What follows belongs to an exercise in optimizing a design on an open flow for small area; a production flow would make more cautious choices.
Only simulation tests tie the RTL to the original design; equivalence was not proved.
No activity file was given, so power comes from the tool's default toggle rates.

[flow/config.mk]
export PLATFORM = sky130hd
export DESIGN_NAME = top
export DESIGN_NICKNAME = top
export VERILOG_FILES = /design/flow/design.v
export SDC_FILE = /design/flow/constraint.sdc
export NUM_CORES = 4
export LEC_CHECK = 0
export CAP_MARGIN = 20
export CORE_MARGIN = 2
export CORE_UTILIZATION = 40
export SLEW_MARGIN = 20
[flow/constraint.sdc]
create_clock -name core_clock -period 110.0 [get_ports {clk}]
set_input_delay 22.0000 -clock core_clock [delete_from_list [all_inputs] [get_ports {clk}]]
set_output_delay 22.0000 -clock core_clock [all_outputs]
set_load 0.01 [all_outputs]
[flow/design.v]
`timescale 1ns / 1ps
module mm_deb (
    input  clk,
    input  rst,
    input  smp,
    input  b,
    output o
);
    reg [3:0] n;
    always @(posedge clk) begin
        if (rst) n <= 4'd9;
        else if (n == 4'd9) n <= 4'd0;
        else if (smp) n <= b ? (n[3] ? n : n + 4'd1) : (n[3] ? 4'd9 : 4'd0);
    end
    assign o = (n == 4'd9);
endmodule
module mm_dp (
    input clk,
    input rst,
    input run,
    input clear,
    input bs,
    input bm,
    input bh,
    input init12,
    output reg [3:0] m1,
    output reg [3:0] m0,
    output reg [2:0] s1,
    output reg [3:0] s0,
    output reg [2:0] n1,
    output reg [3:0] n0,
    output reg [1:0] h1,
    output reg [3:0] h0,
    output reg t100
);
    reg [8:0] c;
    always @(posedge clk) begin
        if (rst) begin
            c <= 9'd0;
            t100 <= 1'b0;
        end else if (run) begin
            if (c == 9'd33) begin
                c <= 9'd0;
                t100 <= 1'b1;
            end else begin
                c <= {c[7:0], ~(c[8] ^ c[4])};
                t100 <= 1'b0;
            end
        end else if (clear) begin
            c <= 9'd0;
            t100 <= 1'b0;
        end else begin
            t100 <= 1'b0;
        end
    end
    wire mw = (m1 == 4'd9) && (m0 == 4'd9);
    wire sw = (s1 == 3'd5) && (s0 == 4'd9);
    wire nw = (n1 == 3'd5) && (n0 == 4'd9);
    wire hw = (h1 == 2'd2) && (h0 == 4'd3);
    reg dt, dl, t1s, t1m, t1h;
    wire is = t1s | (~clear & bs);
    wire im = t1m | (~clear & bm);
    wire ih = t1h | (~clear & bh);
    always @(posedge clk) begin
        if (rst) begin
            dt <= 1'b0; dl <= 1'b0;
            t1s <= 1'b0; t1m <= 1'b0; t1h <= 1'b0;
        end else if (!dt) begin
            dt <= 1'b1;
            dl <= 1'b1;
        end else begin
            dl <= 1'b0;
            if (dl) begin
                t1s <= 1'b0; t1m <= 1'b0; t1h <= 1'b0;
            end else begin
                t1s <= t100 & mw;
                t1m <= is & sw;
                t1h <= im & nw;
            end
        end
    end
    always @(posedge clk) begin
        if (rst) begin
            m1 <= 4'd0; m0 <= 4'd0; s1 <= 3'd0; s0 <= 4'd0;
            n1 <= 3'd0; n0 <= 4'd0; h1 <= 2'd0; h0 <= 4'd0;
        end else if (dt) begin
            if (dl) begin
                m1 <= 4'd0; m0 <= 4'd0; s1 <= 3'd0; s0 <= 4'd0;
                n1 <= 3'd0; n0 <= 4'd0;
                h1 <= init12 ? 2'd1 : 2'd0;
                h0 <= init12 ? 4'd2 : 4'd0;
            end else begin
                if (t100) begin
                    if (m0 == 4'd9) begin
                        m0 <= 4'd0;
                        m1 <= (m1 == 4'd9) ? 4'd0 : m1 + 4'd1;
                    end else m0 <= m0 + 4'd1;
                end else if (clear) begin
                    m1 <= 4'd0; m0 <= 4'd0;
                end
                if (is) begin
                    if (s0 == 4'd9) begin
                        s0 <= 4'd0;
                        s1 <= (s1 == 3'd5) ? 3'd0 : s1 + 3'd1;
                    end else s0 <= s0 + 4'd1;
                end else if (clear) begin
                    s1 <= 3'd0; s0 <= 4'd0;
                end
                if (im) begin
                    if (n0 == 4'd9) begin
                        n0 <= 4'd0;
                        n1 <= (n1 == 3'd5) ? 3'd0 : n1 + 3'd1;
                    end else n0 <= n0 + 4'd1;
                end else if (clear) begin
                    n1 <= 3'd0; n0 <= 4'd0;
                end
                if (ih) begin
                    if (hw) begin
                        h1 <= 2'd0; h0 <= 4'd0;
                    end else if (h0 == 4'd9) begin
                        h0 <= 4'd0;
                        h1 <= h1 + 2'd1;
                    end else h0 <= h0 + 4'd1;
                end else if (clear) begin
                    h1 <= 2'd0; h0 <= 4'd0;
                end
            end
        end
    end
endmodule
module top (
    input clk,
    input rst,
    input rx,
    input [3:0] sw_mode,
    input btn_L, btn_R, btn_D, btn_U,
    input echo,
    input dht_in,
    output dht_oe,
    output dht_drv,
    output trig,
    output tx,
    output [3:0] fndCom,
    output [7:0] fndFont
);
    wire sw1 = sw_mode[1];
    reg t50;
    reg [2:0] scan;
    always @(posedge clk) begin
        if (rst) scan <= 3'd0;
        else if (t50) scan <= scan + 3'd1;
    end
    reg [1:0] c4;
    reg [3:0] c10;
    reg [2:0] m5;
    reg tus, tms;
    always @(posedge clk) begin
        if (rst) begin
            c4 <= 2'd0; c10 <= 4'd0; m5 <= 3'd0; tus <= 1'b0; tms <= 1'b0; t50 <= 1'b0;
        end else begin
            c4 <= c4 + 2'd1;
            tus <= (c4 == 2'd3);
            tms <= (c4 == 2'd3) && (c10 == 4'd9);
            t50 <= (m5 == 3'd1 && c10 == 4'd3 && c4 == 2'd1) ||
                   (m5 == 3'd2 && c10 == 4'd14 && c4 == 2'd3) ||
                   (m5 == 3'd3 && c10 == 4'd6 && c4 == 2'd1) ||
                   (m5 == 3'd4 && c10 == 4'd9 && c4 == 2'd3);
            if (c4 == 2'd3 && c10 == 4'd9) m5 <= (m5 == 3'd4) ? 3'd0 : m5 + 3'd1;
            if (c4 == 2'd3) c10 <= (c10 == 4'd9) ? 4'd0 : {c10[2:0], ~(c10[3] ^ c10[2])};
        end
    end
    reg [1:0] bc;
    reg bt;
    always @(posedge clk) begin
        if (rst) begin
            bc <= 2'd0; bt <= 1'b0;
        end else if (bc == 2'd2) begin
            bc <= 2'd0; bt <= 1'b1;
        end else begin
            bc <= bc + 2'd1; bt <= 1'b0;
        end
    end
    wire pL, pR, pD, pU;
    mm_deb dL (.clk(clk), .rst(rst), .smp(t50), .b(btn_L), .o(pL));
    mm_deb dR (.clk(clk), .rst(rst), .smp(t50), .b(btn_R), .o(pR));
    mm_deb dD (.clk(clk), .rst(rst), .smp(t50), .b(btn_D), .o(pD));
    mm_deb dU (.clk(clk), .rst(rst), .smp(t50), .b(btn_U), .o(pU));
    reg rxv;                 
    wire [7:0] rxb;          
    wire [7:0] cu = rxb & 8'hdf;
    reg rxv_d;
    always @(posedge clk) begin
        if (rst) rxv_d <= 1'b0;
        else rxv_d <= rxv;
    end
    wire u_run   = rxv_d && (cu == "R");
    wire u_clear = rxv_d && (cu == "C");
    wire u_hour  = rxv_d && (cu == "H");
    wire u_min   = rxv_d && (cu == "M");
    wire u_sec   = rxv_d && (cu == "S");
    wire u_mode  = rxv_d && (cu == "X");
    reg rep;                 
    always @(posedge clk) begin
        if (rst) rep <= 1'b0;
        else if (u_mode) rep <= ~rep;
    end
    reg [1:0] swst;          
    wire i_run = pL | u_run;
    wire i_clr = pR | u_clear;
    always @(posedge clk) begin
        if (rst) swst <= 2'd0;
        else case (swst)
            2'd0: if (i_run) swst <= 2'd1; else if (i_clr) swst <= 2'd2;
            2'd1: if (i_run) swst <= 2'd0;
            2'd2: if (i_clr) swst <= 2'd0;
            default: ;
        endcase
    end
    wire [3:0] wm1, wm0, wn0, ws0, wh0, sm1, sm0, sn0, ss0, sh0;
    wire [2:0] ws1, wn1, ss1, sn1;
    wire [1:0] wh1, sh1;
    wire t100w, t100s;
    mm_dp u_w (
        .clk(clk), .rst(rst & sw1), .run(1'b1), .clear(1'b0),
        .bs((pU | u_sec) & sw1), .bm((pD | u_min) & sw1), .bh((pL | u_hour) & sw1),
        .init12(sw1),
        .m1(wm1), .m0(wm0), .s1(ws1), .s0(ws0), .n1(wn1), .n0(wn0), .h1(wh1), .h0(wh0),
        .t100(t100w));
    mm_dp u_s (
        .clk(clk), .rst(rst & ~sw1), .run((swst == 2'd1) & ~sw1), .clear((swst == 2'd2) & ~sw1),
        .bs(1'b0), .bm(1'b0), .bh(1'b0), .init12(1'b0),
        .m1(sm1), .m0(sm0), .s1(ss1), .s0(ss0), .n1(sn1), .n0(sn0), .h1(sh1), .h0(sh0),
        .t100(t100s));
    wire [3:0] dm1 = sw1 ? wm1 : sm1;
    wire [3:0] dm0 = sw1 ? wm0 : sm0;
    wire [2:0] ds1 = sw1 ? ws1 : ss1;
    wire [3:0] ds0 = sw1 ? ws0 : ss0;
    wire [2:0] dn1 = sw1 ? wn1 : sn1;
    wire [3:0] dn0 = sw1 ? wn0 : sn0;
    wire [1:0] dh1 = sw1 ? wh1 : sh1;
    wire [3:0] dh0 = sw1 ? wh0 : sh0;
    reg [2:0] ust;
    reg trig_r;
    reg [11:0] uw;           
    wire [11:0] uw_nx = {uw[10:0], ~(uw[11] ^ uw[5] ^ uw[3] ^ uw[0])};
    reg [5:0] er;
    reg [2:0] q2;
    reg [3:0] q1, q0;
    wire e_top = (q2 == 3'd5) && (q1 == 4'd6) && (q0 == 4'd4) && (er == 6'd55);   
    always @(posedge clk) begin
        if (rst) begin
            ust <= 3'd0; uw <= 12'd0;
        end else begin
            case (ust)
                3'd0: begin
                    uw <= 12'd0;
                    if (sw_mode[2]) ust <= 3'd1;
                end
                3'd1: if (tus) ust <= 3'd2;
                3'd2: begin
                    if (uw == 12'd3753) begin
                        ust <= 3'd3; uw <= 12'd0;
                    end else if (tus) uw <= uw_nx;
                end
                3'd3: begin
                    if (echo) begin
                        ust <= 3'd4;
                    end else if (uw == 12'd1861) begin
                        ust <= 3'd0; uw <= 12'd0;
                    end else if (tus) uw <= uw_nx;
                end
                3'd4: begin
                    if (!echo) ust <= 3'd5;
                end
                3'd5: if (tus) ust <= 3'd6;
                3'd6: begin
                    if (uw == 12'd518) ust <= 3'd0;
                    else if (tus) uw <= uw_nx;
                end
                default: ;
            endcase
        end
    end
    always @(posedge clk or posedge rst) begin
        if (rst) trig_r <= 1'b0;
        else if (ust == 3'd2) trig_r <= 1'b1;
        else if (ust == 3'd3) trig_r <= 1'b0;
    end
    wire e_clr = (ust == 3'd3) && (echo || uw == 12'd1861);
    wire e_inc = (ust == 3'd4) && echo && tus;
    always @(posedge clk) begin
        if (rst) begin
            er <= 6'd0; q2 <= 3'd0; q1 <= 4'd0; q0 <= 4'd0;
        end else if (e_clr || (e_inc && e_top)) begin
            er <= 6'd0; q2 <= 3'd0; q1 <= 4'd0; q0 <= 4'd0;
        end else if (e_inc) begin
            if (er == 6'd57) begin
                er <= 6'd0;
                if (q0 == 4'd9) begin
                    q0 <= 4'd0;
                    if (q1 == 4'd9) begin
                        q1 <= 4'd0; q2 <= q2 + 3'd1;
                    end else q1 <= q1 + 4'd1;
                end else q0 <= q0 + 4'd1;
            end else er <= er + 6'd1;
        end
    end
    assign trig = trig_r;
    wire big = (q2 > 3'd4) ||
               (q2 == 3'd4 && (q1 > 4'd1 ||
               (q1 == 4'd1 && (q0 > 4'd3 ||
               (q0 == 4'd3 && er > 6'd46)))));
    wire [3:0] dd2 = big ? 4'd5 : {1'b0, q2};
    wire [3:0] dd1 = big ? 4'd1 : q1;
    wire [3:0] dd0 = big ? 4'd1 : q0;
    wire ge256 = (q2 > 3'd2) || (q2 == 3'd2 && (q1 > 4'd5 || (q1 == 4'd5 && q0 >= 4'd6)));
    wire b0 = (q0 < 4'd6);
    wire [3:0] s0 = b0 ? q0 + 4'd4 : q0 - 4'd6;
    wire b1 = (q1 < 4'd5) || (q1 == 4'd5 && b0);
    wire [3:0] s1 = q1 + (b1 ? 4'd5 : 4'd11) - {3'd0, b0};
    wire [2:0] s2 = q2 - 3'd2 - {2'd0, b1};
    wire [3:0] ld2 = big ? 4'd2 : ge256 ? {1'b0, s2} : {1'b0, q2};
    wire [3:0] ld1 = big ? 4'd5 : ge256 ? s1 : q1;
    wire [3:0] ld0 = big ? 4'd5 : ge256 ? s0 : q0;
    reg [3:0] dst;
    reg r_mcu, io_oe, o_tout, done_r;
    reg [7:0] dcnt;          
    reg [5:0] rcv;           
    reg [1:0] tst;           
    reg [8:0] t10;
    reg go_idle;
    wire start_dht = (dst == 4'd1) & ~io_oe;    
    wire bitv = dcnt[6:0] > 7'd40;
    reg [7:0] db;            
    wire [7:0] dbc = {db[6:0], bitv};
    reg [7:0] dsum;          
    reg [3:0] st_h1, st_h0, st_t1, st_t0;
    reg [1:0] st_hm, st_tm;
    function [7:0] bcd2x(input [7:0] v, input b);
        reg [2:0] o5, t5;
        begin
            o5 = (v[3:0] >= 4'd5) ? v[2:0] - 3'd5 : v[2:0];
            t5 = (v[7:4] >= 4'd5) ? v[6:4] - 3'd5 : v[6:4];
            bcd2x = {t5, v[3:0] >= 4'd5, o5, b};
        end
    endfunction
    wire first_bit = (rcv[2:0] == 3'd0);
    wire [7:0] nx_h = bcd2x(first_bit ? 8'd0 : {st_h1, st_h0}, bitv);
    wire [7:0] nx_t = bcd2x(first_bit ? 8'd0 : {st_t1, st_t0}, bitv);
    wire [1:0] d100 = (dbc >= 8'd200) ? 2'd2 : (dbc >= 8'd100) ? 2'd1 : 2'd0;
    wire byte_end = (dst == 4'd7) && (rcv[2:0] == 3'd7);
    always @(posedge clk) begin
        if (dst == 4'd7) db <= dbc;
        if (dst == 4'd7 && rcv[5:3] == 3'd0) {st_h1, st_h0} <= nx_h;
        if (dst == 4'd7 && rcv[5:3] == 3'd2) {st_t1, st_t0} <= nx_t;
        if (byte_end) begin
            if (!rcv[5]) dsum <= (rcv[4:3] == 2'd0 ? 8'd0 : dsum) + dbc;
            if (rcv[5:3] == 3'd1) st_hm <= d100;
            if (rcv[5:3] == 3'd3) st_tm <= d100;
        end
    end
    always @(posedge clk) begin
        if (rst) begin
            dst <= 4'd0; dcnt <= 8'd0; rcv <= 6'd0;
            o_tout <= 1'b0; done_r <= 1'b0;
        end else begin
            done_r <= 1'b0;
            case (dst)
                4'd0: begin
                    dcnt <= 8'd0; rcv <= 6'd0;
                    if (sw_mode[3]) begin
                        dst <= 4'd1; o_tout <= 1'b0;
                    end
                end
                4'd1: begin
                    if (tms) begin
                        if (dcnt == 8'd17) begin
                            dcnt <= 8'd0; dst <= 4'd2;
                        end else dcnt <= dcnt + 8'd1;
                    end
                end
                4'd2: begin
                    if (tus) begin
                        if (dcnt == 8'd29) begin
                            dst <= 4'd3; dcnt <= 8'd0;
                        end else dcnt <= dcnt + 8'd1;
                    end
                end
                4'd3: if (tus & ~dht_in) dst <= 4'd4;
                4'd4: if (tus & dht_in) dst <= 4'd5;
                4'd5: if (tus & ~dht_in) dst <= 4'd6;
                4'd6: begin
                    if (tus) begin
                        if (dht_in) begin
                            dst <= 4'd8; dcnt <= 8'd0;
                        end else if (dcnt == 8'd149) begin
                            dst <= 4'd0; dcnt <= 8'd0; o_tout <= 1'b1;
                        end else dcnt <= dcnt + 8'd1;
                    end
                end
                4'd8: begin
                    if (tus) begin
                        if (!dht_in) dst <= 4'd7;
                        else if (dcnt == 8'd149) begin
                            dst <= 4'd0; dcnt <= 8'd0; o_tout <= 1'b1;
                        end else dcnt <= dcnt + 8'd1;
                    end
                end
                4'd7: begin
                    dcnt <= 8'd0;
                    if (rcv == 6'd39) begin
                        rcv <= 6'd0; dst <= 4'd9;
                    end else begin
                        rcv <= rcv + 6'd1; dst <= 4'd6;
                    end
                end
                4'd9: if (~dht_in & tus) begin
                    dst <= 4'd10; done_r <= 1'b1;
                end
                4'd10: if (go_idle) dst <= 4'd0;
                default: ;
            endcase
        end
    end
    always @(posedge clk) begin
        if (rst) begin
            tst <= 2'd0; t10 <= 9'd0; go_idle <= 1'b0;
        end else case (tst)
            2'd0: begin
                go_idle <= 1'b0;
                if (start_dht) tst <= 2'd1;
            end
            2'd1: begin
                if (tms) begin
                    if (t10 == 9'd33) begin          
                        t10 <= 9'd0; tst <= 2'd2;
                    end else t10 <= {t10[7:0], ~(t10[8] ^ t10[4])};
                end
                if (o_tout) tst <= 2'd0;
            end
            2'd2: begin
                go_idle <= 1'b1; tst <= 2'd0;
            end
            default: ;
        endcase
    end
    always @(posedge clk or posedge rst) begin
        if (rst) io_oe <= 1'b0;
        else case (dst)
            4'd1: io_oe <= 1'b1;
            4'd2: if (tus && dcnt == 8'd29) io_oe <= 1'b0;
            default: ;
        endcase
    end
    always @(posedge clk) begin
        if (rst) r_mcu <= 1'b1;
        else case (dst)
            4'd0, 4'd2: r_mcu <= 1'b1;
            4'd1: r_mcu <= 1'b0;
            default: ;
        endcase
    end
    assign dht_oe = io_oe;
    assign dht_drv = r_mcu;
    reg [3:0] h1d, h0d, t1d, t0d;
    reg [1:0] hmd, tmd;
    reg derr;
    always @(posedge clk) begin
        if (rst) begin
            h1d <= 4'd0; h0d <= 4'd0; t1d <= 4'd0; t0d <= 4'd0;
            hmd <= 2'd0; tmd <= 2'd0; derr <= 1'b0;
        end else if (done_r) begin
            h1d <= st_h1; h0d <= st_h0; t1d <= st_t1; t0d <= st_t0;
            hmd <= st_hm; tmd <= st_tm; derr <= (db != dsum);
        end
    end
    wire dht_bad = derr | o_tout;
    reg [1:0] rs;
    reg [3:0] rc;
    reg [2:0] rdc;
    reg rdone;
    reg [7:0] rbuf;
    always @(posedge clk) begin
        if (rs == 2'd2 && bt && rc == 4'd15) rbuf <= {rx, rbuf[7:1]};
    end
    assign rxb = rbuf;
    always @(posedge clk) begin
        if (rst) begin
            rs <= 2'd0; rc <= 4'd0; rdc <= 3'd0; rdone <= 1'b0; rxv <= 1'b0;
        end else begin
            rdone <= 1'b0;
            rxv <= rdone;
            case (rs)
                2'd0: if (!rx) rs <= 2'd1;
                2'd1: if (bt) begin
                    if (rc == 4'd7) begin
                        rc <= 4'd0; rs <= 2'd2;
                    end else rc <= rc + 4'd1;
                end
                2'd2: if (bt) begin
                    if (rc == 4'd15) begin
                        rc <= 4'd0;
                        rdc <= rdc + 3'd1;
                        if (rdc == 3'd7) rs <= 2'd3;
                    end else rc <= rc + 4'd1;
                end
                2'd3: if (bt) begin
                    if (rc == 4'd15) begin
                        rdone <= 1'b1; rc <= 4'd0; rs <= 2'd0;
                    end else rc <= rc + 4'd1;
                end
            endcase
        end
    end
    reg [3:0] selT, selD;
    reg [4:0] selH;
    reg tick_d;
    always @(posedge clk) begin
        if (rst) begin
            selT <= 4'd0; selD <= 4'd0; selH <= 5'd0; tick_d <= 1'b0;
        end else begin
            tick_d <= t100w;
            if (t100w) begin
                selT <= (selT == 4'd11) ? 4'd0 : selT + 4'd1;
                selD <= (selD == 4'd10) ? 4'd0 : selD + 4'd1;
                selH <= (selH == 5'd24) ? 5'd0 : selH + 5'd1;
            end
        end
    end
    wire mD = (sw_mode[3:1] == 3'b010);
    wire mH = (sw_mode[3:1] == 3'b100);
    reg isdig;
    reg [3:0] rdig;
    reg [7:0] rcst;
    always @(*) begin
        isdig = 1'b0;
        rdig = 4'd0;
        rcst = 8'h00;
        if (mD) begin
            case (selD)
                4'd1: rcst = "S";
                4'd2: rcst = "T";
                4'd3: rcst = ":";
                4'd4: rcst = " ";
                4'd5: begin isdig = 1'b1; rdig = ld2; end
                4'd6: begin isdig = 1'b1; rdig = ld1; end
                4'd7: begin isdig = 1'b1; rdig = ld0; end
                4'd8: rcst = "c";
                4'd9: rcst = "m";
                4'd10: rcst = 8'h0a;
                default: rcst = "D";
            endcase
        end else if (mH) begin
            case (selH)
                5'd1: rcst = 8'h65;
                5'd2: rcst = 8'h6d;
                5'd3: rcst = 8'h70;
                5'd4: rcst = 8'h3a;
                5'd5: rcst = 8'h20;
                5'd6: begin isdig = 1'b1; rdig = t1d; end
                5'd7: begin isdig = 1'b1; rdig = t0d; end
                5'd8: rcst = 8'h2e;
                5'd9: begin isdig = 1'b1; rdig = {2'b0, tmd}; end
                5'd10: rcst = 8'h20;
                5'd11: rcst = 8'h68;
                5'd12: rcst = 8'h75;
                5'd13: rcst = 8'h6d;
                5'd14: rcst = 8'h69;
                5'd15: rcst = 8'h3a;
                5'd16: rcst = 8'h20;
                5'd17: begin isdig = 1'b1; rdig = h1d; end
                5'd18: begin isdig = 1'b1; rdig = h0d; end
                5'd19: rcst = 8'h2e;
                5'd20: begin isdig = 1'b1; rdig = {2'b0, hmd}; end
                5'd21: rcst = 8'h09;
                5'd22: rcst = dht_bad ? 8'h58 : 8'h4f;
                5'd23: rcst = dht_bad ? 8'h58 : 8'h4b;
                5'd24: rcst = 8'h0a;
                default: rcst = 8'h74;
            endcase
        end else begin
            case (selT)
                4'd1: rcst = sw1 ? "L" : "W";
                4'd2: rcst = 8'h20;
                4'd3: begin isdig = 1'b1; rdig = {2'b0, dh1}; end
                4'd4: begin isdig = 1'b1; rdig = dh0; end
                4'd5: rcst = 8'h3a;
                4'd6: begin isdig = 1'b1; rdig = {1'b0, dn1}; end
                4'd7: begin isdig = 1'b1; rdig = dn0; end
                4'd8: rcst = 8'h3a;
                4'd9: begin isdig = 1'b1; rdig = {1'b0, ds1}; end
                4'd10: begin isdig = 1'b1; rdig = ds0; end
                4'd11: rcst = 8'h0a;
                default: rcst = sw1 ? "C" : "S";
            endcase
        end
    end
    wire [7:0] rep_ch = isdig ? {4'h3, rdig} : rcst;
    reg [7:0] fm0, fm1, fm2, fm3;
    reg [1:0] wp, rp;
    reg txd;                 
    wire f_empty = (wp == rp);
    wire f_re = ~txd & ~f_empty;
    wire f_we = rep ? t100w : rxv;
    wire [7:0] f_wd = rep ? rep_ch : rxb;
    reg [7:0] f_head;
    always @(*) begin
        case (rp)
            2'd0: f_head = fm0;
            2'd1: f_head = fm1;
            2'd2: f_head = fm2;
            default: f_head = fm3;
        endcase
    end
    wire [7:0] f_out = f_re ? f_head : 8'h00;
    always @(posedge clk) begin
        if (f_we) begin
            case (wp)
                2'd0: fm0 <= f_wd;
                2'd1: fm1 <= f_wd;
                2'd2: fm2 <= f_wd;
                default: fm3 <= f_wd;
            endcase
        end
    end
    always @(posedge clk) begin
        if (rst) begin
            wp <= 2'd0; rp <= 2'd0;
        end else begin
            if (f_we) wp <= wp + 2'd1;
            if (f_re) rp <= rp + 2'd1;
        end
    end
    wire tx_start = rep ? (f_re & tick_d) : ~f_empty;
    reg [2:0] ts;
    reg txr;
    reg [2:0] tbc;
    reg [3:0] ttc;
    reg [7:0] tdat;
    always @(posedge clk) begin
        if (ts == 3'd0 && tx_start) tdat <= f_out;
    end
    always @(posedge clk) begin
        if (rst) begin
            ts <= 3'd0; txd <= 1'b0; tbc <= 3'd0; ttc <= 4'd0;
        end else case (ts)
            3'd0: begin
                txd <= 1'b0;
                if (tx_start) ts <= 3'd1;
            end
            3'd1: if (bt) ts <= 3'd2;
            3'd2: begin
                txd <= 1'b1;
                if (bt) begin
                    if (ttc == 4'd15) begin
                        tbc <= 3'd0; ttc <= 4'd0; ts <= 3'd3;
                    end else ttc <= ttc + 4'd1;
                end
            end
            3'd3: begin
                if (bt) begin
                    if (ttc == 4'd15) begin
                        ttc <= 4'd0;
                        if (tbc == 3'd7) ts <= 3'd4;
                        else tbc <= tbc + 3'd1;
                    end else ttc <= ttc + 4'd1;
                end
            end
            3'd4: begin
                if (bt) begin
                    if (ttc == 4'd15) begin
                        ts <= 3'd0; ttc <= 4'd0;
                    end else ttc <= ttc + 4'd1;
                end
            end
            default: ;
        endcase
    end
    always @(posedge clk or posedge rst) begin
        if (rst) txr <= 1'b1;
        else case (ts)
            3'd0, 3'd4: txr <= 1'b1;
            3'd2: txr <= 1'b0;
            3'd3: txr <= tdat[tbc];
            default: ;
        endcase
    end
    assign tx = txr;
    wire dot = (dm1 >= 4'd5);
    wire [7:0] dotp = dot ? 8'h7f : 8'hff;
    reg sdig;
    reg [3:0] sv;
    reg [7:0] spat;
    always @(*) begin
        sdig = 1'b0;
        sv = 4'd0;
        spat = 8'hff;
        case ({sw_mode[3:2], sw_mode[0]})
            3'b001: case (scan)
                3'd0: begin sdig = 1'b1; sv = dn0; end
                3'd1: begin sdig = 1'b1; sv = {1'b0, dn1}; end
                3'd2: begin sdig = 1'b1; sv = dh0; end
                3'd3: begin sdig = 1'b1; sv = {2'b0, dh1}; end
                3'd6: spat = dotp;
                default: ;
            endcase
            3'b010: case (scan)
                3'd0: begin sdig = 1'b1; sv = dd0; end
                3'd1: begin sdig = 1'b1; sv = dd1; end
                3'd2: begin sdig = 1'b1; sv = dd2; end
                3'd3: spat = 8'ha1;
                3'd7: spat = 8'h7f;
                default: ;
            endcase
            3'b100: case (scan)
                3'd0: begin sdig = 1'b1; sv = {2'b0, tmd}; end
                3'd1: begin sdig = 1'b1; sv = t0d; end
                3'd2: begin sdig = 1'b1; sv = t1d; end
                3'd3: spat = 8'h87;
                3'd5: spat = 8'h7f;
                default: ;
            endcase
            3'b101: case (scan)
                3'd0: begin sdig = 1'b1; sv = {2'b0, hmd}; end
                3'd1: begin sdig = 1'b1; sv = h0d; end
                3'd2: begin sdig = 1'b1; sv = h1d; end
                3'd3: spat = 8'h89;
                3'd5: spat = 8'h7f;
                default: ;
            endcase
            default: case (scan)
                3'd0: begin sdig = 1'b1; sv = dm0; end
                3'd1: begin sdig = 1'b1; sv = dm1; end
                3'd2: begin sdig = 1'b1; sv = ds0; end
                3'd3: begin sdig = 1'b1; sv = {1'b0, ds1}; end
                3'd6: spat = dotp;
                default: ;
            endcase
        endcase
    end
    reg [7:0] seg;
    always @(*) begin
        case (sv)
            4'd0: seg = 8'hc0;
            4'd1: seg = 8'hf9;
            4'd2: seg = 8'ha4;
            4'd3: seg = 8'hb0;
            4'd4: seg = 8'h99;
            4'd5: seg = 8'h92;
            4'd6: seg = 8'h82;
            4'd7: seg = 8'hf8;
            4'd8: seg = 8'h80;
            default: seg = 8'h90;
        endcase
        if (!sdig) seg = spat;
    end
    assign fndFont = rst ? 8'hc0 : seg;
    assign fndCom = rst ? 4'b1110 : ~(4'b0001 << scan[1:0]);
endmodule
[flow/flow/run.sh]
#!/bin/bash
# Standard synthesis; then the combinational logic between the (untouched) registers is
# re-mapped by ABC with area-oriented scripts (the smallest result is kept); then the
# standard layout steps, with small port buffers and a clock tree of clkbuf_8 buffers
# without dummy loads.
set -euo pipefail
W=$(pwd)
R=$W/orfs/results/$FLOW_PLATFORM/top/base
L=$W/orfs/logs/$FLOW_PLATFORM/top/base
LIB=$FLOW_HOME/platforms/$FLOW_PLATFORM/lib/sky130_fd_sc_hd__tt_025C_1v80.lib

bash standard.sh synth > $W/std_synth.log 2>&1

yosys -p "read_liberty -ignore_miss_func $LIB; write_verilog -noattr $W/cells_all.v" > $W/cells.log 2>&1
python3 $W/flow/comb.py $W/cells_all.v $W/comb_cells.v
DU=$(grep -o -- '-dont_use [A-Za-z0-9_]*' $L/1_2_yosys.log | sort -u | tr '\n' ' ')
cp $R/1_2_yosys.v $W/std_1_2_yosys.v

resyn() {
  yosys -p "read_liberty -lib $LIB; read_verilog $W/std_1_2_yosys.v; hierarchy -top $FLOW_TOP; \
    techmap -map $W/comb_cells.v; techmap; opt -purge; \
    abc -liberty $LIB $DU -script $W/flow/resyn_$1.abc; \
    splitnets; opt_clean -purge; \
    hilomap -singleton -hicell sky130_fd_sc_hd__conb_1 HI -locell sky130_fd_sc_hd__conb_1 LO; \
    insbuf -buf sky130_fd_sc_hd__buf_1 A X; opt_clean -purge; \
    stat -liberty $LIB; write_verilog -noattr -nohex -nodec $W/resyn_$1.v" > $W/resyn_$1.log 2>&1
}
resyn a & resyn b & resyn c & resyn d & wait
best=""; besta=""
for k in a b c d; do
  a=$(grep "Chip area for module" $W/resyn_$k.log | tail -1 | awk '{print $NF}')
  echo "resyn $k: $a" >> $W/resyn_pick.log
  if [[ -n "$a" ]] && { [[ -z "$besta" ]] || python3 -c "import sys; sys.exit(0 if float('$a') < float('$besta') else 1)"; }; then
    best=$k; besta=$a
  fi
done
echo "picked $best ($besta)" >> $W/resyn_pick.log
cp $W/resyn_$best.v $R/1_2_yosys.v
rm -f $R/1_synth.odb $R/1_synth.sdc

export BUFFER_PORTS_ARGS="-buffer_cell sky130_fd_sc_hd__buf_1"
export CTS_ARGS="-sink_clustering_enable -repair_clock_nets -dont_use_dummy_load -buf_list sky130_fd_sc_hd__clkbuf_8 -sink_clustering_size 16 -sink_clustering_max_diameter 60"
bash standard.sh > $W/std_finish.log 2>&1
[flow/flow/comb.py]
# Keep the combinational cell models (no state) from a Yosys dump of the liberty file,
# to map the standard synthesis's gates back to logic for re-mapping.
import re, sys
s = open(sys.argv[1]).read()
keep = [b for b, n in re.findall(r'(module (\S+?)\(.*?endmodule)', s, re.S)
        if 'always' not in b and ' reg ' not in b]
open(sys.argv[2], 'w').write('\n\n'.join(keep) + '\n')
[flow/flow/resyn_a.abc]
strash
ifraig
dc2
dch -f
amap
mfs2 -a
strash
dc2
dch -f
amap
mfs2 -a
strash
dc2
dch -f
amap
mfs2 -a
strash
dch -f
amap
mfs2 -a
strash
dch -f
amap
topo
[flow/flow/resyn_b.abc]
strash
ifraig
dc2
&get -n
&deepsyn -T 300
&put
dch -f
amap
mfs2 -a
strash
dc2
dch -f
amap
mfs2 -a
strash
dc2
dch -f
amap
mfs2 -a
strash
dch -f
amap
topo
[flow/flow/resyn_c.abc]
strash
ifraig
dc2
&get -n
&deepsyn -T 300 -S 1
&put
dch -f
amap
mfs2 -a
strash
dc2
dch -f
amap
mfs2 -a
strash
dc2
dch -f
amap
mfs2 -a
strash
dch -f
amap
topo
[flow/flow/resyn_d.abc]
strash
ifraig
dc2
&get -n
&deepsyn -T 300 -S 2
&put
dch -f
amap
mfs2 -a
strash
dc2
dch -f
amap
mfs2 -a
strash
dc2
dch -f
amap
mfs2 -a
strash
dch -f
amap
topo
[flow/standard.sh]
#!/bin/bash
# synth_recipe.tcl (not shown) runs the flow's synth.tcl, then flattens the netlist and writes it again
# the make line also repeats each setting of config.mk as NAME=value (left out here)
make -C /OpenROAD-flow-scripts/flow DESIGN_CONFIG=/design/flow/config.mk WORK_HOME=/design/flow/orfs CLKGATE_MAP_FILE= SYNTH_SCRIPT=/design/flow/synth_recipe.tcl "${@:-finish}"
==> key figures, run 1 <==
Status
  – Status: no timing/DRC/antenna violations

Critical path
  – Flop-to-flop setup slack: 105.64 ns
  – Worst Reg-to-Reg Cells: 19
  – Critical path fanouts, max: 33
  – RR Endpoint: dsum[7]
  – Kind of critical path: primary input to output pin
  – CP arrival: 25.33 ns
  – Reg2Reg Launch Point: dcnt[3]
  – CP Capture Type: output pin
  – Crit path launch type: primary input
  – Critical Path RT: 88.00 ns

Clocking
  – Bufs on Longest Clock Path: 3
  – CTS root buf: clkbuf_8
  – Resized Gates After CTS: 0
  – CTS Sinks: 337
  – Postcts setup bufs: 0
  – Worst-skew pair later-pin latency: 0.64 ns
  – Post-CTS Hold Fix Bufs: 0
  – TritonCTS clock tree: done
  – Total CTS buffers: 31
  – Max H-tree Level: 1
  – CTS clk-pin slew, worst paths: 0.10 ns

Finish
  – Nets@finish: 1931
  – Layout cells sized above 1: 2.71%
  – Synth-to-Final Area Change: 8.30%
  – Util after Layout: 43.8%
  – Final instance area: 0.0164 sq mm
  – # diodes: 0
  – Fill cells: 3770

Route
  – Post-route antenna net violation count: 0
  – Routed WL: 39700 microns
  – Iter 0 DRT Violations: 888
  – Post-route DRC: 0
  – Routed via count: 13500
  – Wire per inst: 16.4 microns
  – Vias per cell: 5.54
  – Initial DRT Pass Iterations: 6

Power and ir drop
  – Static leakage: 5.26 nW
  – Worst VDD drop: 0.0000111 V
  – PD cells: 13.9 mW/mm^2

Synth
  – Post-synth net total: 1865
  – Mapped cell area: 0.0152 sq mm
  – Syn avg cell area: 8.19 sq um
  – Gate count of the mapped netlist: 1852
  – Ys Warns: 3

Timing
  – Max Freq: 0.0211 GHz
  – Slew Limit Fails: 0
  – Fin crit share: 43.0%
  – Rel. slew slack: 28.5%
  – Clock Skews: 0.0537 ns
  – Tmin final: 47.33 ns
  – Hold_ws: 0.421 ns
  – RSZ-0062 raised after global routing: false
  – Final Hold Vio Count: 0
  – Final setup viols: 0
  – Final TNS setup: 0 ns
  – Worst-margin pin slew: 1.06 ns

Hold path
  – Hold Path Origin: bc[1]
  – Hold Path Stages: 1
  – Class of the worst hold path: flop to flop
  – Hold endpoint: bc[0]

Floorplan
  – Core area: 0.0375 sq mm
  – Die W: 199 microns
  – Row count: 71
  – Die Ht: 199 microns
  – Io pins: 29
  – Initial Util: 40.5%
  – Die area: 0.0395 sq mm

Placement
  – Gpl congestion: 0.882
  – Port bufs: 28
  – DP Area: 0.0160 sq mm
  – Dpl hpwl: 29700 microns

Job
  – Max-cap violation count: 0

Global routing
  – Largest net degree at the start of global routing: 37
  – Vias in the first global route: 12400
  – Initial antenna violation count: 0
  – GRT Residual Overflow: 0
  – First-pass GRT wire length: 64700 microns
  – Total GRT Usage: 20.3%
## cell usage in the layout (no fill, tap or decap), drive strengths merged, types with 11 or more instances in the layout
| cell type | count |
|---|---|
| nand2 | 141 |
| o21a | 16 |
| a22oi | 24 |
| nor2 | 376 |
| o221ai | 11 |
| buf | 44 |
| nor4 | 18 |
| nand3 | 29 |
| a32o | 11 |
| clkbuf | 32 |
| a221oi | 19 |
| o22ai | 79 |
| dfxtp | 250 |
| a211oi | 43 |
| a2111oi | 12 |
| nor3 | 105 |
| nor2b | 16 |
| edfxtp | 84 |
| and3 | 17 |
| o32ai | 18 |
| clkinv | 265 |
| nand4 | 13 |
| a31oi | 21 |
| o21ai | 95 |
| a21oi | 77 |
## worst max-delay path: stages
cell      delay, ns
buf_1          0.08
buf_4          0.36
clkinv_1       0.78
o22ai_1        0.50
nor2_1         0.08
nor2_1         0.10
a221oi_1       0.06
nor3_1         0.14
o21ai_0        0.10
o21ai_0        0.21
nand2_1        0.13
nor2_1         0.18
clkinv_1       0.12
a21oi_1        0.19
nor2_1         0.05
o21ai_0        0.06
buf_1          0.16
## stage by stage
step / cells / setup slack [ns] / total power [W]
2_1_floorplan: 1852 / 63.95 / 0.000157
3_3_place_gp: 2396 / 62.83 / 0.000165
3_5_place_dp: 2396 / 62.75 / 0.000166
4_1_cts: 2427 / 62.73 / 0.000231
5_1_grt: 2427 / 62.21 / 0.000240
6_report: 2427 / 62.67 / 0.000228
## metal layers
metal  vias up  global-route usage (%)  share of wire [%]
met5         -                       0                  0
met4         0                    5.72                2.5
met3        72                    2.83                4.2
met2       319                    34.2                 47
met1      6301                    27.2                 47
li1       6758                       -                  -
## flip-flops by register name (all words and copies together) (netlist names), 8 cells and up
register	cells
fm1	8
fm2	8
rbuf	8
db	8
u_s.c	9
u_w.c	9
uw	12
tdat	8
fm3	8
dcnt	8
t10	9
fm0	8
dsum	8
## layout make-up
class	instances	area, sq um	area share (%)
clock buffers	31	427	2.60
inverters	266	998	6.07
multi-input cells	1237	6540	39.8
flip-flops and latches	337	7600	46.3
well taps	511	639	3.89
repair buffers	45	234	1.42
## where the power goes
part / internal, W / total, W / switching [W]
Clock: 0.0000249 / 0.0000645 / 0.0000396
Sequential: 0.000131 / 0.000135 / 0.00000410
Combinational: 0.00000947 / 0.0000280 / 0.0000186
Total: 0.000166 / 0.000228 / 0.0000623
## worst max-delay path by stage
stage          slack [ns]  cells after the start          to  startpoint
2_1_floorplan       63.95                     13  fndFont[5]  sw_mode[1]
5_1_grt             62.21                     17  fndFont[5]  sw_mode[1]
3_3_place_gp        62.83                     15  fndFont[5]  sw_mode[1]
4_1_cts             62.73                     15  fndFont[5]  sw_mode[1]
6_report            62.67                     17  fndFont[5]  sw_mode[1]
3_5_place_dp        62.75                     15  fndFont[5]  sw_mode[1]
==> run 2, diff against run 1 <==
--- a/flow/flow/run.sh
+++ b/flow/flow/run.sh
@@ -27,5 +27,5 @@
 }
-resyn a & resyn b & resyn c & resyn d & wait
+resyn a
 best=""; besta=""
-for k in a b c d; do
+for k in a; do
   a=$(grep "Chip area for module" $W/resyn_$k.log | tail -1 | awk '{print $NF}')
@@ -41,3 +41,3 @@
 export BUFFER_PORTS_ARGS="-buffer_cell sky130_fd_sc_hd__buf_1"
-export CTS_ARGS="-sink_clustering_enable -repair_clock_nets -dont_use_dummy_load -buf_list sky130_fd_sc_hd__clkbuf_8 -sink_clustering_size 16 -sink_clustering_max_diameter 60"
+export CTS_ARGS="-sink_clustering_enable -repair_clock_nets -dont_use_dummy_load -buf_list sky130_fd_sc_hd__clkbuf_4 -sink_clustering_size 8 -sink_clustering_max_diameter 40"
 bash standard.sh > $W/std_finish.log 2>&1
removed: flow/flow/resyn_b.abc
removed: flow/flow/resyn_c.abc
removed: flow/flow/resyn_d.abc
==> run 2 against run 1 <==
Count of clock-buffer cells in the layout is 26 higher. Sequential share of layout area is 2.0 points lower. Register-to-register slack worse by 0.25 ns. Fmax is 1.7% lower. Still clean on timing, DRC and antenna. Highest routed layer is now met5. Sequential power is 4% higher. Sequential cell count stayed put. Core utilization is 0.36 points lower. Cell area is 4.6% higher. Hold slack worse by 0.0045 ns. Via count is 10% higher. Die area is 5.1% higher. Synthesized area is 5.2% higher.
==> key figures, run 2 <==
Clocking
  – CTS Sinks: 337
  – Postcts setup bufs: 0
  – Bufs on Longest Clock Path: 3
  – Worst-skew pair later-pin latency: 0.80 ns
  – TritonCTS clock tree: done
  – Post-CTS Hold Fix Bufs: 0
  – Resized Gates After CTS: 0
  – CTS root buf: clkbuf_4
  – CTS clk-pin slew, worst paths: 0.09 ns
  – Max H-tree Level: 2
  – Total CTS buffers: 57

Placement
  – Gpl congestion: 0.941
  – Port bufs: 28
  – Dpl hpwl: 32600 microns
  – DP Area: 0.0168 sq mm
  – Place WS: 61.71 ns

Floorplan
  – Core area: 0.0395 sq mm
  – Row count: 73
  – Die W: 204 microns
  – Io pins: 29
  – Die area: 0.0415 sq mm
  – Initial Util: 40.4%
  – Die Ht: 204 microns

Finish
  – Most common cell after layout, fill and taps aside: nor2_1
  – Commonest cells after routing, fill and taps aside: nor2_1, clkinv_1, dfxtp_1
  – Fill cells: 4027
  – Synth-to-Final Area Change: 7.72%
  – Nets@finish: 2115
  – Largest register by flop count: uw
  – Number of flip-flops in the largest register: 12
  – Layout cells sized above 1: 3.29%
  – Final instance area: 0.0172 sq mm

Timing
  – Clock Skews: 0.0844 ns
  – Fin crit share: 43.8%
  – Tmin final: 48.16 ns
  – Rel. slew slack: 24.0%
  – Final Hold Vio Count: 0
  – Max Freq: 0.0208 GHz
  – Worst setup margin: 61.84 ns
  – Worst-margin pin slew: 1.11 ns
  – Final TNS setup: 0 ns
  – Final setup viols: 0
  – RSZ-0062 raised after global routing: false
  – Slew Limit Fails: 0

Global routing
  – Total GRT Usage: 21.2%
  – Largest net degree at the start of global routing: 73
  – First-pass GRT wire length: 71400 microns
  – Vias in the first global route: 14000
  – Initial antenna violation count: 3
  – GRT Residual Overflow: 0

Critical path
  – Worst Reg-to-Reg Cells: 13
  – Most frequent CP cell: nor2_1
  – Critical path fanouts, max: 34
  – Crit path max-delay cell type: clkinv_1
  – RR Endpoint: fm0[4]
  – Crit path launch type: primary input
  – Worst path max stage delay: 0.80 ns
  – Critical Path RT: 88.00 ns
  – Kind of critical path: primary input to output pin
  – Reg2Reg Launch Point: selH[2]
  – Flop-to-flop setup slack: 105.39 ns
  – CP Capture Type: output pin
  – CP cell instances: buf_1, buf_4, clkinv_1, o22ai_1, nor2_1, nor4_1, nor2_1, a2111oi_1, clkinv_1, nor2b_1, nor2_1, o21ai_0, buf_1
  – CP arrival: 26.16 ns

Synth
  – Ys Warns: 3
  – Gate count of the mapped netlist: 2017
  – Post-synth net total: 2030
  – Syn avg cell area: 7.92 sq um
  – Mapped cell area: 0.0160 sq mm

Route
  – Post-route DRC: 0
  – Post-route antenna net violation count: 0
  – Routed WL: 43900 microns
  – Routed via count: 14800
  – Vias per cell: 5.65
  – Iter 0 DRT Violations: 1033
  – Wire per inst: 16.7 microns
  – Initial DRT Pass Iterations: 5

Hold path
  – Hold Path Stages: 2
  – Hold endpoint: rxv_d
  – Hold Path Origin: rxv
  – Class of the worst hold path: flop to flop

Power and ir drop
  – Worst VDD drop: 0.00000807 V
  – Static leakage: 5.36 nW
  – PD cells: 14.1 mW/mm^2

Job
  – Max-cap violation count: 0

Status
  – Status: no timing/DRC/antenna violations
[run 2: worst max path at each step]
stage	slack, ns	cells after the start	startpoint	endpoint
6_report	61.84	13	sw_mode[1]	fndFont[0]
4_1_cts	61.71	13	sw_mode[1]	fndFont[0]
3_5_place_dp	61.71	13	sw_mode[1]	fndFont[0]
2_1_floorplan	63.57	11	sw_mode[1]	fndFont[1]
3_3_place_gp	61.67	13	sw_mode[1]	fndFont[0]
5_1_grt	61.47	13	sw_mode[1]	fndFont[0]
[run 2: cell type report]
class	count	area (sq um)	share of cell area, %
sequential	337	7600	44.2
multi-input combinational	1386	7260	42.2
inverter	282	1060	6.16
tap	525	657	3.82
clock buffer	57	428	2.49
timing repair buffer	38	184	1.07
antenna	3	7.51	0.0437
[run 2: power breakdown]
part / switching (W) / internal (W)
Combinational: 0.0000247 / 0.0000124
Clock: 0.0000413 / 0.0000235
Sequential: 0.00000701 / 0.000133
Total: 0.0000730 / 0.000169
[run 2: metrics by stage]
step | util [%] | total power, W | cells | hold slack [ns]
final | 43.5 | 0.000242 | 2628 | 0.417
after floorplan | - | 0.000167 | 2017 | 0.389
after global placement | 42.4 | 0.000179 | 2568 | 0.401
after global routing | 43.5 | 0.000255 | 2628 | 0.440
after CTS | 43.5 | 0.000245 | 2625 | 0.418
after detailed placement | 42.4 | 0.000179 | 2568 | 0.412
[run 2: worst max-delay path, delay by kind of cell]
kind | cells | cell delay (ns)
AO/OA/AOI/OAI | 3 | 1.60
buffers and inverters | 5 | 1.68
AND/OR/NAND/NOR | 5 | 0.85
[run 2: metal layers]
layer	vias to the layer above	track usage [%]	wire, microns
met4	2	7.53	1190
li1	7417	-	-
met3	85	3.85	2300
met5	-	0	11
met2	400	35.7	20600
met1	6944	27.3	19700
==> run 3, diff against run 2 <==
--- a/flow/flow/run.sh
+++ b/flow/flow/run.sh
@@ -41,3 +41,3 @@
 export BUFFER_PORTS_ARGS="-buffer_cell sky130_fd_sc_hd__buf_1"
-export CTS_ARGS="-sink_clustering_enable -repair_clock_nets -dont_use_dummy_load -buf_list sky130_fd_sc_hd__clkbuf_4 -sink_clustering_size 8 -sink_clustering_max_diameter 40"
+export CTS_ARGS="-sink_clustering_enable -repair_clock_nets -dont_use_dummy_load -buf_list {sky130_fd_sc_hd__clkbuf_4 sky130_fd_sc_hd__clkbuf_8} -sink_clustering_size 12 -sink_clustering_max_diameter 50"
 bash standard.sh > $W/std_finish.log 2>&1
==> run 3 against run 2 <==
Sequential cell count stayed put. Setup slack worse by 0.0074 ns. Final cell count is 0.76% lower. Still clean. Count of clock-buffer cells in the layout is 17 lower. Synthesized cell count stayed put. Core utilization is 0.29 points higher.
==> key figures, run 3 <==
Timing
  – Rel. slew slack: 14.5%
  – Final TNS setup: 0 ns
  – RSZ-0062 raised after global routing: false
  – Worst-margin pin slew: 1.25 ns
  – Max Freq: 0.0208 GHz
  – Clock Skews: 0.0407 ns
  – Slew Limit Fails: 0
  – Tmin final: 48.17 ns
  – Final setup viols: 0
  – Final Hold Vio Count: 0
  – Hold_ws: 0.417 ns
  – Fin crit share: 43.8%

Placement
  – Post-Place Cells: 2568
  – DP Area: 0.0168 sq mm
  – Port bufs: 28
  – Dpl hpwl: 32600 microns
  – Gpl congestion: 0.941

Route
  – Wire per inst: 16.8 microns
  – Post-route antenna net violation count: 0
  – Post-route DRC: 0
  – Vias per cell: 5.66
  – Initial DRT Pass Iterations: 5
  – Routed via count: 14800
  – Routed WL: 43800 microns
  – Iter 0 DRT Violations: 1104

Clocking
  – Max H-tree Level: 2
  – Bufs on Longest Clock Path: 3
  – TritonCTS clock tree: done
  – Postcts setup bufs: 0
  – Resized Gates After CTS: 0
  – Post-CTS Hold Fix Bufs: 0
  – CTS root buf: clkbuf_8
  – CTS Sinks: 337
  – Total CTS buffers: 40
  – CTS clk-pin slew, worst paths: 0.08 ns
  – Worst-skew pair later-pin latency: 0.61 ns

Global routing
  – Largest net degree at the start of global routing: 73
  – GRT Residual Overflow: 0
  – Vias in the first global route: 13800
  – Total GRT Usage: 21.3%
  – First-pass GRT wire length: 71400 microns
  – Initial antenna violation count: 1

Critical path
  – CP arrival: 26.17 ns
  – Critical Path RT: 88.00 ns
  – Buf/Inv on CP: 5
  – CP Capture Type: output pin
  – Crit path max-delay cell type: a2111oi_1
  – Worst path max stage delay: 0.80 ns
  – Critical path fanouts, max: 34
  – Largest delay contributor family on the critical path: buffers and inverters
  – Most frequent CP cell: nor2_1
  – Crit path launch type: primary input
  – Kind of critical path: primary input to output pin
  – CP cell instances: buf_1, buf_4, clkinv_1, o22ai_1, nor2_1, nor4_1, nor2_1, a2111oi_1, clkinv_1, nor2b_1, nor2_1, o21ai_0, buf_1

Floorplan
  – Die Ht: 204 microns
  – Row count: 73
  – Io pins: 29
  – Initial Util: 40.4%
  – Die area: 0.0415 sq mm
  – Core area: 0.0395 sq mm
  – Die W: 204 microns

Finish
  – Multi-input gate area: 0.00726 sq mm
  – Layout cells sized above 1: 2.50%
  – Fill cells: 3996
  – Number of flip-flops in the largest register: 12
  – Synth-to-Final Area Change: 8.44%
  – Largest register by flop count: uw
  – Final instance area: 0.0173 sq mm
  – Storage cell area: 0.00760 sq mm
  – Util after Layout: 43.8%
  – Final cell count without fillers: 2608
  – Most common cell after layout, fill and taps aside: nor2_1
  – Commonest cells after routing, fill and taps aside: nor2_1, clkinv_1, dfxtp_1
  – Nets@finish: 2098
  – # diodes: 0

Power and ir drop
  – Total internal power: 0.000178 W
  – Worst VDD drop: 0.00000825 V
  – Sw Pwr: 0.0000737 W
  – PD cells: 14.5 mW/mm^2
  – Clk pwr share: 29.5%
  – Seq pwr share: 55.7%
  – Switching Share: 29.3%
  – Static leakage: 5.39 nW
  – Comb power frac: 14.8%

Job
  – Max-cap violation count: 0

Synth
  – Ys Warns: 3
  – Post-synth net total: 2030
  – Gate count of the mapped netlist: 2017
  – Mapped cell area: 0.0160 sq mm
  – Syn avg cell area: 7.92 sq um

Hold path
  – Class of the worst hold path: flop to flop

Status
  – Status: no timing/DRC/antenna violations
-- run 3: path summary, 6_finish.rpt --
kind,to,slack [ns],startpoint,cells past startpoint
worst max register to register,fm1[3],105.33,selH[2],10
worst min-delay path,c4[0],0.42,c4[0],1
worst min register to register,c4[0],0.42,c4[0],1
min in group asynchronous,txr,21.86,rst,2
max in group asynchronous,trig_r,87.67,rst,3
worst max-delay path,fndFont[0],61.83,sw_mode[1],13
-- run 3: power by group through the flow --
stage	combinational [W]	clock, W	sequential [W]
2_1_floorplan	0.0000270	0	0.000140
3_3_place_gp	0.0000365	0	0.000143
3_5_place_dp	0.0000368	0	0.000142
4_1_cts	0.0000370	0.0000772	0.000140
5_1_grt	0.0000418	0.0000817	0.000141
6_report	0.0000373	0.0000741	0.000140
-- run 3: final cells by class --
class | count | area share, %
sequential | 337 | 43.9
tap | 525 | 3.79
inverter | 282 | 6.11
clock buffer | 40 | 3.18
multi-input combinational | 1386 | 41.9
timing repair buffer | 38 | 1.06
-- run 3: metal layers --
| layer | share of wire (%) | GRT usage [%] | up-vias |
|---|---|---|---|
| met2 | 47 | 35.8 | 390 |
| met4 | 2.5 | 6.99 | 2 |
| li1 | - | - | 7360 |
| met3 | 5.1 | 3.56 | 72 |
| met1 | 45 | 27.7 | 6937 |
| met5 | 0.027 | 0 | - |
-- run 3: stage by stage --
step / setup slack, ns / power [W]
after floorplan: 63.57 / 0.000167
after global placement: 61.67 / 0.000179
after detailed placement: 61.71 / 0.000179
after CTS: 61.71 / 0.000254
after global routing: 61.46 / 0.000264
final: 61.83 / 0.000251
==> run 4, diff against run 3 <==
--- a/flow/flow/run.sh
+++ b/flow/flow/run.sh
@@ -41,3 +41,3 @@
 export BUFFER_PORTS_ARGS="-buffer_cell sky130_fd_sc_hd__buf_1"
-export CTS_ARGS="-sink_clustering_enable -repair_clock_nets -dont_use_dummy_load -buf_list {sky130_fd_sc_hd__clkbuf_4 sky130_fd_sc_hd__clkbuf_8} -sink_clustering_size 12 -sink_clustering_max_diameter 50"
+export CTS_ARGS="-sink_clustering_enable -repair_clock_nets -dont_use_dummy_load -buf_list sky130_fd_sc_hd__clkbuf_16 -sink_clustering_size 30 -sink_clustering_max_diameter 80"
 bash standard.sh > $W/std_finish.log 2>&1
==> run 4 against run 3 <==
Still clean on timing, DRC and antenna. Clock power shrank 0.7%. Final cell count down 0.73%. Die area stayed put. Setup slack better by 0.071 ns. Synthesized cell count unchanged. Clock skew increased by 0.024 ns. Sequential power barely moved. Via count is 0.82% lower. Global-route usage shrank 0.47 points.
==> key figures, run 4 <==
Critical path
  – CP cell instances: buf_1, buf_4, clkinv_1, o22ai_1, nor2_1, nor4_1, nor2_1, a2111oi_1, clkinv_1, nor2b_1, nor2_1, o21ai_0, buf_1
  – Buf/Inv on CP: 5
  – Critical Path RT: 88.00 ns
  – Worst Reg-to-Reg Cells: 13
  – Crit path launch type: primary input
  – Worst path max stage delay: 0.78 ns
  – RR Endpoint: fm0[4]
  – Crit path max-delay cell type: clkinv_1
  – Cell count along the critical path: 13
  – Worst Setup SP: sw_mode[1]
  – Most frequent CP cell: nor2_1
  – Kind of critical path: primary input to output pin
  – CP Capture Type: output pin
  – Flop-to-flop setup slack: 105.55 ns
  – Reg2Reg Launch Point: selH[2]
  – Largest delay contributor family on the critical path: buffers and inverters
  – Worst Setup EP: fndFont[0]
  – Critical path fanouts, max: 34
  – CP arrival: 26.10 ns

Floorplan
  – Row count: 73
  – Die W: 204 microns
  – Die Ht: 204 microns
  – Io pins: 29
  – Initial Util: 40.4%
  – Die area: 0.0415 sq mm
  – Core area: 0.0395 sq mm

Route
  – Post-route DRC: 0
  – Vias per cell: 5.65
  – Iter 0 DRT Violations: 1070
  – Routed WL: 43400 microns
  – Wire per inst: 16.8 microns
  – Initial DRT Pass Iterations: 5
  – Routed via count: 14600
  – Post-route antenna net violation count: 0

Timing
  – Final TNS setup: 0 ns
  – Worst-margin pin slew: 1.13 ns
  – Fin crit share: 43.7%
  – Slew Limit Fails: 0
  – Final setup viols: 0
  – Final Hold Vio Count: 0
  – Max Freq: 0.0208 GHz
  – Clock Skews: 0.0650 ns
  – Tmin final: 48.10 ns
  – Hold_ws: 0.363 ns
  – Rel. slew slack: 22.6%
  – RSZ-0062 raised after global routing: false

Clocking
  – Worst-skew pair later-pin latency: 0.56 ns
  – Total CTS buffers: 21
  – TritonCTS clock tree: done
  – CTS Sinks: 337
  – Postcts setup bufs: 0
  – Resized Gates After CTS: 0
  – CTS clk-pin slew, worst paths: 0.11 ns
  – Bufs on Longest Clock Path: 3
  – Post-CTS Hold Fix Bufs: 0
  – Max H-tree Level: 1
  – CTS root buf: clkbuf_16

Synth
  – Post-synth net total: 2030
  – Mapped cell area: 0.0160 sq mm
  – Syn avg cell area: 7.92 sq um
  – Ys Warns: 3
  – Gate count of the mapped netlist: 2017

Power and ir drop
  – Static leakage: 5.36 nW
  – Worst VDD drop: 0.0000113 V
  – PD cells: 14.5 mW/mm^2
  – Total power: 0.000251 W

Finish
  – Fill cells: 3998
  – Nets@finish: 2079
  – Most common cell after layout, fill and taps aside: nor2_1
  – Util after Layout: 43.7%
  – Commonest cells after routing, fill and taps aside: nor2_1, clkinv_1, dfxtp_1
  – Synth-to-Final Area Change: 8.28%
  – # diodes: 0
  – Layout cells sized above 1: 1.60%
  – Largest register by flop count: uw
  – Number of flip-flops in the largest register: 12

Placement
  – Gpl congestion: 0.941
  – Dpl hpwl: 32600 microns
  – Port bufs: 28

Job
  – Max-cap violation count: 0

Global routing
  – Initial antenna violation count: 1
  – Total GRT Usage: 20.8%
  – First-pass GRT wire length: 70700 microns
  – GRT Residual Overflow: 0
  – Largest net degree at the start of global routing: 73
  – Vias in the first global route: 13700

Hold path
  – Class of the worst hold path: flop to flop

Status
  – Status: no timing/DRC/antenna violations
run 4: layout make-up:
type	instances	area (sq um)	share of cell area, %
timing repair buffer	38	184	1.06
multi-input combinational	1386	7260	42.0
sequential	337	7600	44.0
inverter	282	1060	6.12
clock buffer	21	526	3.04
tap	525	657	3.80
run 4: worst register-to-register path: cells and delay by family, from the launching register on:
| family | cells | cell delay [ns] |
|---|---|---|
| AND/OR/NAND/NOR | 6 | 1.57 |
| buffers and inverters | 3 | 0.58 |
| AO/OA/AOI/OAI | 4 | 1.57 |
| flip-flops | 1 | 0.49 |
run 4: per-stage QoR:
| stage | instance area, sq um | cells | setup slack, ns |
|---|---|---|---|
| global placement | 16800 | 2568 | 61.67 |
| CTS | 17300 | 2589 | 61.71 |
| finish | 17300 | 2589 | 61.90 |
| global route | 17300 | 2589 | 61.46 |
| floorplan | 16000 | 2017 | 63.57 |
| detailed placement | 16800 | 2568 | 61.71 |
run 4: worst min path at each step:
| stage | from | endpoint | slack (ns) | cells after the start |
|---|---|---|---|---|
| after floorplan | c4[0] | c4[0] | 0.39 | 1 |
| after global placement | c4[0] | c4[0] | 0.40 | 1 |
| after detailed placement | rxv | rxv_d | 0.41 | 2 |
| after CTS | rxv | rxv_d | 0.37 | 2 |
| after global routing | rxv | rxv_d | 0.38 | 2 |
| final | rxv | rxv_d | 0.36 | 2 |
run 4: per-layer routing:
| layer | track usage (%) | vias to the layer above | part of all wire, % |
|---|---|---|---|
| li1 | - | 7337 | - |
| met1 | 27.5 | 6847 | 45 |
| met2 | 35.8 | 381 | 47 |
| met3 | 2.00 | 73 | 4.9 |
| met4 | 6.49 | 2 | 2.6 |
| met5 | 0 | - | 0.025 |
run 4: power by group:
part	internal (W)	switching [W]
Clock	0.0000340	0.0000396
Combinational	0.0000124	0.0000246
Sequential	0.000133	0.00000708
Total	0.000179	0.0000713

==> static timing again, ports no longer ideal <==
How much do the figures lean on ideal ports? The routed layouts below were timed once more, with nothing changed but the port constraints. Step 1 (the two cells are an assumption about what drives the block):
set clk [get_ports {clk}]
set_driving_cell -lib_cell sky130_fd_sc_hd__clkbuf_16 $clk
set_driving_cell -lib_cell sky130_fd_sc_hd__buf_2 [delete_from_list [all_inputs] $clk]
Step 2 moves the port delays by t, midway between the first and last clock arrival at a register: inputs arrive t later, outputs are due t later. That takes back most of the time a late clock gives input paths. Slacks: no drivers / after step 1 / after step 2; pairs: no drivers / after step 1.
| run | t (ns) | setup slack, ns | clock arrival spread, ns |
|---|---|---|---|
| run 1 | 0.664 | 62.673 / 62.647 / 62.647 | 0.066 / 0.065 |
| run 2 | 0.815 | 61.836 / 61.810 / 61.810 | 0.094 / 0.094 |
| run 3 | 0.640 | 61.829 / 61.803 / 61.803 | 0.044 / 0.044 |
| run 4 | 0.582 | 61.900 / 61.874 / 61.874 | 0.067 / 0.068 |
After both steps setup and hold are still met in every run listed.
